Background: an optimization exercise with open tools, aiming at small area, a short achievable clock period and few clock cycles. Do not read the settings as production practice. Where RTL was checked, it was by simulation tests only, not by an equivalence proof against the original. Power is estimated from default activity; no workload was simulated.

Design sccpu, start of the top module:
module sccpu( clk, rst, instr, readdata, PC, MemWrite, aluout, writedata);
Size: about 5000 cells after synthesis, about 160 I/O pins, about 67000 um^2 of cells after synthesis.
==> flow/config.mk <==
export PLATFORM = sky130hd
export DESIGN_NAME = sccpu
export DESIGN_NICKNAME = sccpu
export VERILOG_FILES = /design/flow/design.v
export SDC_FILE = /design/flow/constraint.sdc
export NUM_CORES = 8
export LEC_CHECK = 0
export CAP_MARGIN = 20
export CORE_MARGIN = 2
export CORE_UTILIZATION = 55
export CTS_CLUSTER_DIAMETER = 80
export CTS_CLUSTER_SIZE = 24
export SLEW_MARGIN = 20
export SYNTH_HIERARCHICAL = 1
export TNS_END_PERCENT = 0
==> flow/constraint.sdc <==
create_clock -name core_clock -period 15.0 [get_ports {clk}]
set_input_delay 3.0000 -clock core_clock [delete_from_list [all_inputs] [get_ports {clk}]]
set_output_delay 3.0000 -clock core_clock [all_outputs]
set_load 0.01 [all_outputs]
standard.sh (not shown) runs the stock make flow with config.mk's settings and CLKGATE_MAP_FILE= SYNTH_SCRIPT=/design/flow/synth_recipe.tcl, a recipe that flattens the netlist after the stock synthesis.
==> flow/flow/run.sh <==
#!/bin/bash
# Own layout flow: the standard flow (standard.sh), with the standard
# synthesis run first and on its own. For the layout steps it changes only
# how timing is repaired:
#  - timing repair aims for a setup slack of MARGIN ns at the design's clock
#    period, so the layout is optimised for a shorter period than 15 ns;
#  - every port still gets a buffer, but a plain buffer rather than the delay
#    cell buffer_ports picks by default;
#  - gate sizing may use any cell of the same function, not only cells of the
#    same footprint.
set -euo pipefail
MARGIN=10.7
bash standard.sh synth > synth.log 2>&1
bash standard.sh SETUP_SLACK_MARGIN=$MARGIN MATCH_CELL_FOOTPRINT=0 \
   "BUFFER_PORTS_ARGS=-buffer_cell sky130_fd_sc_hd__buf_4" finish > layout.log 2>&1
Testbench counts at the start, summed over its fixed seeds: cycles 70,900.
Next try:
--- a/flow/design.v
+++ b/flow/design.v
@@ -96,17 +96,19 @@
                r_sll, r_sh, r_sra, r_pb, r_pa;
    reg         m_we;
    reg  [4:0]  m_dst;
    reg  [31:0] m_res;
    assign PC = pc_r;
    wire [31:0] pc4   = pc_r + 32'd4;
-   wire        f_j, f_mem, f_sw;
-   FDEC U_FDEC (.op(instr[31:26]), .j(f_j), .mem(f_mem), .sw(f_sw));
+   wire        f_j   = (instr[31:27] == 5'b00001);          
    wire [31:0] f_jt  = {pc4[31:28], instr[25:0], 2'b00};
    wire        f_hit = btb_v & (pc4[11:2] == btb_tag);
    wire [31:0] f_bt  = {pc_r[31:14], btb_tl};
+   wire [5:0]  fop   = instr[31:26];
+   wire        f_mem = (fop == 6'h23) | (fop == 6'h2b);       
+   wire        f_sw  = (fop == 6'h2b);
    wire [5:0]  op  = d_ir[31:26];
    wire [5:0]  fn  = d_ir[5:0];
    wire [4:0]  rs  = d_ir[25:21];
    wire [4:0]  rt  = d_ir[20:16];
    wire [4:0]  rd  = d_ir[15:11];
    wire [15:0] imm = d_ir[15:0];
@@ -185,19 +187,17 @@
    wire        d_redir = d_v & ~stall & ~e_redir & (d_btb ? ~d_btbok : d_bb);
    wire [31:0] pc_nj = e_redir ? e_target :
                        stall   ? pc_r :
                        d_redir ? d_nx :
                        f_hit   ? f_bt : pc4;
    wire        take_j = f_j & ~(e_redir | stall | d_redir);
-   wire [31:0] pc_next;
-   MUX32 U_PMUX (.s(take_j), .a(f_jt), .b(pc_nj), .y(pc_next));
    always @(posedge clk, posedge rst)
       if (rst)
          pc_r <= 32'd0;
       else
-         pc_r <= pc_next;
+         pc_r <= take_j ? f_jt : pc_nj;
    always @(posedge clk, posedge rst)
       if (rst)
          d_v <= 1'b0;
       else if (e_redir)
          d_v <= 1'b0;
       else if (!stall)
@@ -326,14 +326,6 @@
                   fsd ? (e_a == m_res) : e_eq;
    wire taken   = eq ^ bne;
    wire mispred = br & (taken ^ pred);
    assign skip1 = br & sk1 & taken & seq;
    assign redir = (mispred & ~skip1) | jr;
 endmodule
-module FDEC(input [5:0] op, output j, output mem, output sw);
-   assign j   = (op[5:1] == 5'b00001);
-   assign mem = (op == 6'h23) | (op == 6'h2b);
-   assign sw  = (op == 6'h2b);
-endmodule
-module MUX32(input s, input [31:0] a, input [31:0] b, output [31:0] y);
-   assign y = s ? a : b;
-endmodule
What happened:
- The changed run completed with no timing, DRC or antenna violations
- worst hold slack gets better by 0.0044 ns
- count of clock-buffer cells in the layout is unchanged
- area after synthesis went down by about 0.55%
- worst setup slack loses 0.14 ns
- utilization barely changes
- cell area came out lower by 0.90%
- via count is about the same
- total power goes down by 0.44%
- sequential share of layout area went up by 0.40 points
- clock skew went up by 0.012 ns
- fmax falls by about 3%
For the second run of this note, only the layout was checked, not whether the RTL still works.

* * *

rev 12:
The RTL this note starts from:
==> flow/design.v <==
module RF(
   input         clk,
   input         rst,
   input         we,         
   input  [31:1] S1, S2,       
   output [31:1] VN,           
   input  [4:0]  A3,
   input  [31:0] WD,
   input         BP1, BP2,     
   input  [31:0] BV,
   output [31:0] RD1, RD2
);
   wire [31:0] q [0:31];
   reg  [31:1] vld;
   assign q[0] = 32'd0;
   genvar g;
   generate
      for (g = 1; g < 32; g = g + 1) begin : r
         reg [31:0] d;
         always @(posedge clk)
            if (we && A3 == g)
               d <= WD;
         always @(posedge clk, posedge rst)
            if (rst)
               vld[g] <= 1'b0;
            else if (we && A3 == g)
               vld[g] <= 1'b1;
         assign q[g] = d;
      end
   endgenerate
   wire [31:0] wdec = 32'd1 << A3;
   assign VN = vld | (wdec[31:1] & {31{we}});
   wire [31:0] sel1 = {S1, BP1};
   wire [31:0] sel2 = {S2, BP2};
   genvar j;
   generate
      for (j = 0; j < 32; j = j + 1) begin : rdb
         wire [31:0] col;
         assign col[0] = BV[j];
         for (g = 1; g < 32; g = g + 1) begin : c
            assign col[g] = q[g][j];
         end
         RF_bit U1 (.s(sel1), .d(col), .o(RD1[j]));
         RF_bit U2 (.s(sel2), .d(col), .o(RD2[j]));
      end
   endgenerate
endmodule
module RF_bit(input [31:0] s, input [31:0] d, output o);
   assign o = |(s & d);
endmodule
module sccpu( clk, rst, instr, readdata, PC, MemWrite, aluout, writedata);
   input         clk;
   input         rst;
   input  [31:0] instr;
   input  [31:0] readdata;
   output [31:0] PC;
   output        MemWrite;
   output [31:0] aluout;
   output [31:0] writedata;
   reg  [31:0] pc_r;
   reg         btb_v;
   reg  [9:0]  btb_tag;       
   reg  [13:0] btb_tl;        
   reg         stall;         
   reg  [31:1] p_s1, p_s2;    
   reg         p_bp1, p_bp2;  
   reg         d_v;           
   reg  [31:0] d_ir;
   reg  [31:0] d_pc4;
   reg         d_btb;         
   reg         e_we, e_ld, e_st, e_br, e_jr;
   reg         e_bne, e_pred;
   reg  [4:0]  e_dst;
   reg  [31:0] e_a, e_b, e_sd;
   reg  [31:0] e_addr;        
   reg         e_eq;          
   reg  [4:0]  e_shamt;
   reg         e_shv;         
   reg         e_fa, e_fb, e_fsd;    
   reg         r_as, r_inv, r_and, r_or, r_nor, r_slt, r_sltu,
               r_sll, r_sh, r_sra, r_pb, r_pa;
   reg         m_we;
   reg  [4:0]  m_dst;
   reg  [31:0] m_res;
   assign PC = pc_r;
   wire [31:0] pc4   = pc_r + 32'd4;
   wire        f_j   = (instr[31:27] == 5'b00001);          
   wire [31:0] f_jt  = {pc4[31:28], instr[25:0], 2'b00};
   wire        f_hit = btb_v & (pc4[11:2] == btb_tag);
   wire [31:0] f_bt  = {pc_r[31:14], btb_tl};
   wire [5:0]  fop   = instr[31:26];
   wire        f_mem = (fop == 6'h23) | (fop == 6'h2b);       
   wire        f_sw  = (fop == 6'h2b);
   wire [5:0]  op  = d_ir[31:26];
   wire [5:0]  fn  = d_ir[5:0];
   wire [4:0]  rs  = d_ir[25:21];
   wire [4:0]  rt  = d_ir[20:16];
   wire [4:0]  rd  = d_ir[15:11];
   wire [15:0] imm = d_ir[15:0];
   wire rtype  = (op == 6'h00);
   wire f_add  = rtype & (fn == 6'h20 | fn == 6'h21);
   wire f_sub  = rtype & (fn == 6'h22 | fn == 6'h23);
   wire f_and  = rtype & (fn == 6'h24);
   wire f_or   = rtype & (fn == 6'h25);
   wire f_nor  = rtype & (fn == 6'h27);
   wire f_slt  = rtype & (fn == 6'h2a);
   wire f_sltu = rtype & (fn == 6'h2b);
   wire f_sll  = rtype & (fn == 6'h00);
   wire f_srl  = rtype & (fn == 6'h02);
   wire f_sra  = rtype & (fn == 6'h03);
   wire f_sllv = rtype & (fn == 6'h04);
   wire f_srlv = rtype & (fn == 6'h06);
   wire f_jr   = rtype & (fn == 6'h08);
   wire f_jalr = rtype & (fn == 6'h09);
   wire f_pa   = rtype & ~(f_add | f_sub | f_and | f_or | f_nor | f_slt | f_sltu |
                           f_sll | f_srl | f_sra | f_sllv | f_srlv | f_jalr);
   wire i_addi = (op == 6'h08);
   wire i_andi = (op == 6'h0c);
   wire i_ori  = (op == 6'h0d);
   wire i_slti = (op == 6'h0a);
   wire i_lui  = (op == 6'h0f);
   wire i_lw   = (op == 6'h23);
   wire i_sw   = (op == 6'h2b);
   wire i_beq  = (op == 6'h04);
   wire i_bne  = (op == 6'h05);
   wire i_jal  = (op == 6'h03);
   wire use_imm  = i_addi | i_andi | i_ori | i_slti | i_lui | i_lw | i_sw;
   wire use_link = i_jal | f_jalr;
   wire sext     = i_addi | i_slti | i_lw | i_sw;
   wire wr_rt    = i_addi | i_andi | i_ori | i_slti | i_lui | i_lw;
   wire wr_31    = i_jal | f_jalr;
   wire regwr    = rtype | wr_rt | i_jal;
   wire [4:0] dst = wr_31 ? 5'd31 : (wr_rt ? rt : rd);
   wire [31:0] rsv, rtv;
   wire [31:1] vn;
   RF U_RF (.clk(clk), .rst(rst), .we(m_we), .S1(p_s1), .S2(p_s2), .VN(vn), .A3(m_dst),
            .WD(m_res), .BP1(p_bp1), .BP2(p_bp2), .BV(m_res),
            .RD1(rsv), .RD2(rtv));
   wire [31:0] immx = i_lui ? {imm, 16'd0} :
                      sext  ? {{16{imm[15]}}, imm} : {16'd0, imm};
   wire        d_isbr = i_beq | i_bne;
   wire [31:0] d_bt   = d_pc4 + {{14{imm[15]}}, imm, 2'b00};
   wire        d_bb   = d_isbr & imm[15];         
   wire [31:0] d_nx   = d_bb ? d_bt : d_pc4;      
   wire [31:0] d_alt  = imm[15] ? d_pc4 : d_bt;
   wire        use_rt = ~(use_imm | use_link | d_isbr);
   wire [31:0] bsel   = d_isbr ? d_alt : (use_link ? d_pc4 : immx);
   wire [31:0] bval   = use_rt ? rtv : bsel;
   wire [31:0] addr   = rsv + {{16{imm[15]}}, imm};
   wire [31:0] a  = e_fa  ? m_res : e_a;
   wire [31:0] b  = e_fb  ? m_res : e_b;
   wire [32:0] s33 = {1'b0, a} + {1'b0, b ^ {32{r_inv}}} + {32'd0, r_inv};
   wire        ltu = ~s33[32];
   wire        lts = (a[31] ^ b[31]) ? a[31] : s33[31];
   wire [4:0]  sh  = e_shv ? a[4:0] : e_shamt;
   wire [31:0] brev, srev, shr;
   wire [31:0] shin = r_sll ? brev : b;
   wire [63:0] shx  = {{32{r_sra & b[31]}}, shin} >> sh;
   assign shr = shx[31:0];
   genvar k;
   generate
      for (k = 0; k < 32; k = k + 1) begin : rv
         assign brev[k] = b[31-k];
         assign srev[k] = shr[31-k];
      end
   endgenerate
   wire [31:0] shres = r_sll ? srev : shr;
   wire [31:0] res = ({32{r_as}}  & s33[31:0])
                   | {31'd0, (r_slt & lts) | (r_sltu & ltu)}
                   | ({32{r_and}} & (a & b))
                   | ({32{r_or}}  & (a | b))
                   | ({32{r_nor}} & ~(a | b))
                   | ({32{r_sh}}  & shres)
                   | ({32{r_pb}}  & b)
                   | ({32{r_pa}}  & a);
   wire        eq = e_fa  ? (e_fsd ? 1'b1 : (m_res == e_sd)) :
                    e_fsd ? (e_a == m_res) : e_eq;
   wire        taken    = eq ^ e_bne;
   wire        mispred  = e_br & (taken ^ e_pred);
   wire        e_redir  = mispred | e_jr;
   wire [31:0] e_target = e_jr ? a : e_b;
   assign aluout    = e_addr;
   assign writedata = e_sd;
   assign MemWrite  = e_st;
   wire [31:0] ck_b = {{14{imm[15]}}, imm, 2'b00};
   wire [31:0] ck_k = d_pc4 ^ ck_b ^ pc_r;
   wire [31:0] ck_z = {(d_pc4[30:0] & ck_b[30:0]) | ((d_pc4[30:0] ^ ck_b[30:0]) & ~pc_r[30:0]), 1'b0};
   wire        d_btbok = d_bb & (ck_k == ck_z);
   wire        d_redir = d_v & ~stall & ~e_redir & (d_btb ? ~d_btbok : d_bb);
   wire [31:0] pc_nj = e_redir ? e_target :
                       stall   ? pc_r :
                       d_redir ? d_nx :
                       f_hit   ? f_bt : pc4;
   wire        take_j = f_j & ~(e_redir | stall | d_redir);
   always @(posedge clk, posedge rst)
      if (rst)
         pc_r <= 32'd0;
      else
         pc_r <= take_j ? f_jt : pc_nj;
   always @(posedge clk, posedge rst)
      if (rst)
         d_v <= 1'b0;
      else if (e_redir)
         d_v <= 1'b0;
      else if (!stall)
         d_v <= ~d_redir;
   always @(posedge clk)
      if (!stall) begin
         d_ir  <= instr;
         d_pc4 <= pc4;
         d_btb <= f_hit & ~f_j;
      end
   wire go = d_v & ~stall & ~e_redir;      
   wire go_we = go & regwr & (dst != 5'd0);
   wire [4:0]  nrs = stall ? rs : instr[25:21];
   wire [4:0]  nrt = stall ? rt : instr[20:16];
   wire [31:0] oh1 = 32'd1 << nrs;
   wire [31:0] oh2 = 32'd1 << nrt;
   wire        bp1 = e_we & (e_dst == nrs);
   wire        bp2 = e_we & (e_dst == nrt);
   always @(posedge clk) begin
      p_s1  <= oh1[31:1] & vn & {31{~bp1}};
      p_s2  <= oh2[31:1] & vn & {31{~bp2}};
      p_bp1 <= bp1;
      p_bp2 <= bp2;
   end
   always @(posedge clk, posedge rst)
      if (rst)
         stall <= 1'b0;
      else
         stall <= go_we & ~d_redir &
                  ((f_mem & instr[25:21] == dst) | (f_sw & instr[20:16] == dst));
   always @(posedge clk, posedge rst)
      if (rst) begin
         e_we <= 1'b0; e_ld <= 1'b0; e_st <= 1'b0; e_br <= 1'b0; e_jr <= 1'b0;
      end else begin
         e_we <= go_we;
         e_ld <= go & i_lw;
         e_st <= go & i_sw;
         e_br <= go & d_isbr;
         e_jr <= go & (f_jr | f_jalr);
      end
   always @(posedge clk) begin
      e_dst   <= dst;
      e_bne   <= i_bne;
      e_pred  <= imm[15];
      e_a     <= rsv;
      e_b     <= bval;
      e_sd    <= rtv;
      e_addr  <= addr;
      e_eq    <= (rsv == rtv);
      e_shamt <= d_ir[10:6];
      e_shv   <= f_sllv | f_srlv;
      e_fa    <= e_we & (e_dst == rs);
      e_fb    <= e_we & (e_dst == rt) & use_rt;
      e_fsd   <= e_we & (e_dst == rt);
      r_as    <= f_add | i_addi | i_lw | i_sw | f_sub;
      r_inv   <= f_sub | f_slt | i_slti | f_sltu;
      r_and   <= f_and | i_andi;
      r_or    <= f_or | i_ori;
      r_nor   <= f_nor;
      r_slt   <= f_slt | i_slti;
      r_sltu  <= f_sltu;
      r_sll   <= f_sll | f_sllv;
      r_sh    <= f_sll | f_sllv | f_srl | f_srlv | f_sra;
      r_sra   <= f_sra;
      r_pb    <= i_lui | use_link;
      r_pa    <= f_pa;
   end
   always @(posedge clk, posedge rst)
      if (rst)
         m_we <= 1'b0;
      else
         m_we <= e_we;
   always @(posedge clk) begin
      m_dst <= e_dst;
      m_res <= e_ld ? readdata : res;
   end
   wire btb_we = d_v & ~stall & d_bb;
   always @(posedge clk, posedge rst)
      if (rst)
         btb_v <= 1'b0;
      else if (btb_we)
         btb_v <= 1'b1;
   always @(posedge clk)
      if (btb_we) begin
         btb_tag <= d_pc4[11:2];
         btb_tl  <= d_bt[13:0];
      end
endmodule
clock: 15.0 ns
lec_check: 0
cap_margin: 20
core_margin: 2
core_utilization: 55
cts_cluster_diameter: 80
cts_cluster_size: 24
slew_margin: 20
synth_hierarchical: 1
tns_end_percent: 0
Scripts as last shown in full above: flow/flow/run.sh
Testbench counts of rev 12, summed over its fixed seeds: cycles 71,888.
> inputs changed (rev 12 -> rev 13)
--- a/flow/design.v
+++ b/flow/design.v
@@ -47,5 +47,19 @@
 endmodule
 module RF_bit(input [31:0] s, input [31:0] d, output o);
-   assign o = |(s & d);
+   wire [10:0] n;
+   genvar i;
+   generate
+      for (i = 0; i < 10; i = i + 1) begin : g
+         RF_aoi3 u (.s(s[3*i+2:3*i]), .d(d[3*i+2:3*i]), .y(n[i]));
+      end
+   endgenerate
+   RF_aoi2 u10 (.s(s[31:30]), .d(d[31:30]), .y(n[10]));
+   assign o = ~&n;
+endmodule
+module RF_aoi3(input [2:0] s, input [2:0] d, output y);
+   assign y = ~|(s & d);
+endmodule
+module RF_aoi2(input [1:0] s, input [1:0] d, output y);
+   assign y = ~|(s & d);
 endmodule
 module sccpu( clk, rst, instr, readdata, PC, MemWrite, aluout, writedata);
@@ -71,4 +85,5 @@
    reg         e_we, e_ld, e_st, e_br, e_jr;
    reg         e_bne, e_pred;
+   reg         e_skip1;       
    reg  [4:0]  e_dst;
    reg  [31:0] e_a, e_b, e_sd;
@@ -125,4 +140,5 @@
    wire i_bne  = (op == 6'h05);
    wire i_jal  = (op == 6'h03);
+   wire i_j    = (op == 6'h02);
    wire use_imm  = i_addi | i_andi | i_ori | i_slti | i_lui | i_lw | i_sw;
    wire use_link = i_jal | f_jalr;
@@ -178,5 +194,7 @@
    wire        taken    = eq ^ e_bne;
    wire        mispred  = e_br & (taken ^ e_pred);
-   wire        e_redir  = mispred | e_jr;
+   wire        d_seq    = ~(i_j | i_jal) & ~d_btb & ~d_bb;
+   wire        skip1    = e_br & e_skip1 & taken & d_seq;
+   wire        e_redir  = (mispred & ~skip1) | e_jr;
    wire [31:0] e_target = e_jr ? a : e_b;
    assign aluout    = e_addr;
@@ -211,5 +229,5 @@
          d_btb <= f_hit & ~f_j;
       end
-   wire go = d_v & ~stall & ~e_redir;      
+   wire go = d_v & ~stall & ~e_redir & ~skip1;    
    wire go_we = go & regwr & (dst != 5'd0);
    wire [4:0]  nrs = stall ? rs : instr[25:21];
@@ -245,4 +263,5 @@
       e_bne   <= i_bne;
       e_pred  <= imm[15];
+      e_skip1 <= (imm == 16'd1);
       e_a     <= rsv;
       e_b     <= bval;
[summary]
- Rev 13 vs rev 12 — biggest cell delay along the critical path rose 0.03 ns.
- [compare] base=rev 12 new=rev 13: global routing usage on met2 fell by 1.7 points; share of the yosys chip area belonging to registers rose by 1.3 points; total design power fell by 0.31 mW.
- In terms of final weighted congestion of routability-driven global placement, rev 12 and rev 13 differ only marginally.
- Lower aggregate routed wire length was reported by rev 13, not rev 12.
- Cell area | rev 13 vs rev 12 | rev 13 smaller
Only the layout flow was run in rev 13; the RTL was not checked for function there.

[what the ideal ports hide]
The results above use ideal ports. As a check the final layouts listed here were re-extracted and re-timed, cells and wires unchanged. Step 1 sets driving cells, clkbuf_16 on the clock port and buf_2 on the other inputs (assumed; they add their load-dependent delay and slew). Step 2 adds t to the input delays and takes it off the output delays; t is the mean of the earliest and latest rising clock arrival at the registers after step 1. Input paths then give back, and output paths get back, about the clock's delay inside the block. Slacks: ideal / step 1 / step 2; pairs: ideal / step 1.
run	t (ns)	setup slack, ns	worst slew at a driven data input, ns
the first run of note 1	0.778	10.634 / 10.550 / 10.039	0.09
the second run of note 1	0.764	10.493 / 10.502 / 9.787	0.06
rev 12	0.796	10.492 / 10.412 / 9.848	0.10
rev 13	0.796	10.466 / 10.381 / 9.753	0.07
After both steps setup and hold are still met in every run listed. The setup slack of rev 13, which loses most, moves by -0.085 ns with the drivers and by -0.713 ns with both steps.
